This is an optimization exercise on Yosys and OpenROAD, whose aim is small area and a short achievable clock period, not a production implementation.
In this exercise RTL edits were held to simulation tests only and were not proved equivalent to the original.

run a:
==> flow/design.v (excerpt) <==
module mmu_array #(
    parameter int N = 4,
    parameter int DW = 8,
    parameter int AW = 32
) (
    input  logic clk,
    input  logic valid_i,
    input  logic [N*DW-1:0] activation_rows,    
    input  logic [N*DW-1:0] weight_columns,     
    output logic valid_o,
    output logic [N*N*AW-1:0] psums             
);
Size in the first run: about 6800 cells after synthesis, about 740 flip-flops, roughly 580 I/O pins, about 63000 um^2 of cells after synthesis.
clock: 8.0 ns
lec_check: 0
cap_margin: 20
core_margin: 2
core_utilization: 40
setup_slack_margin: 3.5
slew_margin: 20
tns_end_percent: 10
standard.sh (not shown) runs the stock make flow with config.mk's settings and CLKGATE_MAP_FILE= SYNTH_SCRIPT=/design/flow/synth_recipe.tcl, a recipe that flattens the netlist after the stock synthesis.
==> flow/flow/run.sh <==
#!/bin/bash
# Standard synthesis and layout; the only change is the cell used to buffer the
# ports (buf_2 instead of the resizer's default pick, a slow delay cell).
set -euo pipefail
bash standard.sh "BUFFER_PORTS_ARGS=-buffer_cell sky130_fd_sc_hd__buf_2" finish > standard_flow.log 2>&1
Input changes introduced in run b (baseline for comparison: run a):
- an added GPL_TIMING_DRIVEN of 1
Notes after the runs:
Each of the runs, namely run a and run b, reached the end of the flow and came out clean.
On number of max-slew violations in the final report, run a and run b are basically level.
Run b -> run a: sequential cell count delta 0, exact match
[compare] base=run a new=run b: final hold violation count saw little to no change, post-synthesis sequential area ratio saw little to no change.
Re number of vias in the routed layout: no difference whatsoever between run a and run b.
First-pass detailed-route iteration total came out exactly the same in run a and run b.

* * *

## job 2054
Starting RTL as in the previous note.
clock: 8.0 ns
lec_check: 0
cap_margin: 20
core_margin: 2
core_utilization: 40
cts_cluster_diameter: 100
cts_cluster_size: 22
setup_slack_margin: 3.5
slew_margin: 20
tns_end_percent: 10
Scripts as last shown in full above: flow/flow/run.sh
Setup changes, job 2054 to job 1069
- CTS_CLUSTER_DIAMETER: 100 -> unset
- CORE_UTILIZATION: 40 -> 60
- CTS_CLUSTER_SIZE: 22 -> unset
Notes after the runs:
- Job 1069 and job 2054 ended up with roughly the same sequential share of cell area.
- Going from job 2054 to job 1069, post-CTS setup buffer count moved up; cell area after layout moved up.
- Job 1069 does worse than job 2054 on shortest period the worst path allows.
- Delta (job 1069 minus job 2054): fraction of met2 tracks used by global routing picked up an extra 14 points; post-synthesis to final-layout area growth climbed 0.54 points; number of H-tree levels rose 1.
Setup changes, job 1069 to job 4028
- CORE_UTILIZATION now 40, was 60
- TNS_END_PERCENT now 100, was 10
- SETUP_SLACK_MARGIN now 5.0, was 3.5
Findings:
Job 4028 ended up with flip-flop to output port as its start-to-end type of the worst setup path; job 1069 ended up with primary input to flip-flop.
Row final-stage net count: job 4028 higher / job 1069 lower
Worst-path cell with the longest stage delay = sky130_fd_sc_hd__or4b_4: job 4028; worst-path cell with the longest stage delay = sky130_fd_sc_hd__fa_1: job 1069
From job 1069 to job 4028 the numbers moved as follows: global-route wire length before repair +34,000 um; global-route usage dropped 7.2 points; smallest setup slack after layout now sits higher.
Job 1069 vs job 4028, topmost layer with routed signal wires: met5 vs met4
Delta (job 4028 minus job 1069): final-layout non-clock buffer area share higher; sequential share of layout area went down 3.4 points; routed wire length went up by about 18%.
Inputs modified between job 4028 and job 2834:
- CTS_CLUSTER_DIAMETER now 110, previously not set
- TNS_END_PERCENT now 10, was 100
- CTS_CLUSTER_SIZE now 26, previously not set
- SETUP_SLACK_MARGIN now 3.5, was 5.0
Findings:
Summary of job 2834 over job 4028: first-iteration DRC count now larger, layout overhead on the synthesized area now smaller, number of distinct library cells after synthesis comparable, register fraction of the total cell area now larger.
Looking at kind of critical path, the flip-flop to output port result is from job 4028; the primary input to flip-flop one comes from job 2834.
The final layouts of job 4028 and job 2834 pass the timing, design-rule and antenna checks.

* * *

mmu_array again, from the RTL that the note above started with.
clock: 8.0 ns
lec_check: 0
cap_margin: 20
core_margin: 2
core_utilization: 40
setup_slack_margin: 3.0
slew_margin: 20
tns_end_percent: 10
Scripts as last shown in full above: flow/flow/run.sh
Next try:
SETUP_SLACK_MARGIN = 4.0   (was 3.0)
After rerunning: The changed run ran to the end with no violations. Hold slack loses 0.046 ns. Wire length increases by a few percent. Core utilization rose by 2.8 points. Setup slack gets better by 0.40 ns. Area after synthesis stays the same. Fmax grows by a little under a tenth. Cell area grows by a few percent. Count of clock-buffer cells in the layout goes up by 4.
Next try:
CTS_BUF_LIST = sky130_fd_sc_hd__clkbuf_8   (was not set)
SETUP_SLACK_MARGIN = 3.5   (was 4.0)
Result: The new run completed without violations. Maximum frequency is lower by 2.9%. Via count came out lower by 0.87%. Final area is lower by 4.7%. Area after synthesis is unchanged. Worst setup slack got worse by 0.14 ns. Routed wire length falls by 2.1%. Final cell count is lower by 0.55%.

* * *

mmu_array again, from the RTL that the note above started with.
Design mmu_array, start of the top module:
module mmu_array #(
    parameter int N = 4,
    parameter int DW = 8,
    parameter int AW = 32
) (
    input  logic clk,
    input  logic valid_i,
    input  logic [N*DW-1:0] activation_rows,    
    input  logic [N*DW-1:0] weight_columns,     
    output logic valid_o,
    output logic [N*N*AW-1:0] psums             
);
export LEC_CHECK = 0
export CAP_MARGIN = 20
export CORE_MARGIN = 2
export CORE_UTILIZATION = 40
export SETUP_SLACK_MARGIN = 3.5
export SLEW_MARGIN = 20
export TNS_END_PERCENT = 10
create_clock -name core_clock -period 8.0 [get_ports {clk}]
==> flow/flow/run.sh <==
#!/bin/bash
# Standard synthesis and layout; the only change is the cell used to buffer the
# ports (buf_1 instead of the resizer's default pick, a slow delay cell).
set -euo pipefail
bash standard.sh "BUFFER_PORTS_ARGS=-buffer_cell sky130_fd_sc_hd__buf_1" finish > standard_flow.log 2>&1
Next try:
==> flow/run.sh (new file) <==
#!/bin/bash
# synth_recipe.tcl (not shown) runs the flow's synth.tcl, then flattens the netlist and writes it again
# the make line also repeats each setting of config.mk as NAME=value (left out here)
make -C /OpenROAD-flow-scripts/flow DESIGN_CONFIG=/design/flow/config.mk WORK_HOME=/design/flow/orfs CLKGATE_MAP_FILE= SYNTH_SCRIPT=/design/flow/synth_recipe.tcl finish
removed: flow/flow/run.sh
removed: flow/standard.sh
Outcome: The changed run finished with timing, DRC and antenna clean. Core utilization went up by 2.6 points. Synthesized area stays the same. Global-route usage went up by 0.33 points. First-iteration DRC count went down by 5.2%. Die area stays the same. Routed wire length went up by 2.1%. Worst setup slack improved by 0.018 ns.

-- port drivers added, routing unchanged --
No port has a modelled driver above. Below, the same layouts with a new extraction and two added sets of constraints.
Step 1 (the two cells are an assumption about what drives the block):
set clk [get_ports {clk}]
set_driving_cell -lib_cell sky130_fd_sc_hd__clkbuf_16 $clk
set_driving_cell -lib_cell sky130_fd_sc_hd__buf_2 [delete_from_list [all_inputs] $clk]
Step 2 moves the port delays by t, midway between the first and last clock arrival at a register: inputs arrive t later, outputs are due t later. That takes back most of the time a late clock gives input paths.
a / b / c = ideal / step 1 / step 2; a / b = the first two.
run	t, ns	setup WS [ns]	hold WS [ns]	worst register clock-pin slew, ns	worst slew at a driven data input, ns
run a	0.782	3.340 / 3.332 / 2.561	0.417 / 0.417 / 0.417	0.07 / 0.07	0.15
run b	0.782	3.340 / 3.332 / 2.561	0.417 / 0.417 / 0.417	0.07 / 0.07	0.15
job 2054	0.748	3.302 / 3.290 / 2.542	0.435 / 0.435 / 0.435	0.10 / 0.10	0.15
job 1069	0.740	3.225 / 3.248 / 2.512	0.374 / 0.374 / 0.374	0.07 / 0.07	0.16
job 4028	0.780	3.305 / 3.232 / 2.627	0.426 / 0.426 / 0.426	0.07 / 0.07	0.19
job 2834	0.731	3.292 / 3.269 / 2.573	0.438 / 0.438 / 0.438	0.11 / 0.11	0.15
the first run of note 3	0.770	2.945 / 2.945 / 2.410	0.456 / 0.456 / 0.456	0.07 / 0.07	0.11
the second run of note 3	0.774	3.347 / 3.317 / 2.589	0.410 / 0.410 / 0.410	0.06 / 0.06	0.13
the third run of note 3	0.970	3.210 / 3.140 / 2.388	0.438 / 0.438 / 0.438	0.08 / 0.08	0.15
the first run of note 4	0.783	3.239 / 3.207 / 2.424	0.443 / 0.443 / 0.443	0.07 / 0.07	0.14
the second run of note 4	0.768	3.257 / 3.177 / 2.545	0.431 / 0.431 / 0.431	0.07 / 0.07	0.17
After both steps every run listed still meets setup and hold. For the third run of note 3, which loses most, drivers alone change the setup slack by -0.070 ns; drivers and shift together by -0.822 ns.
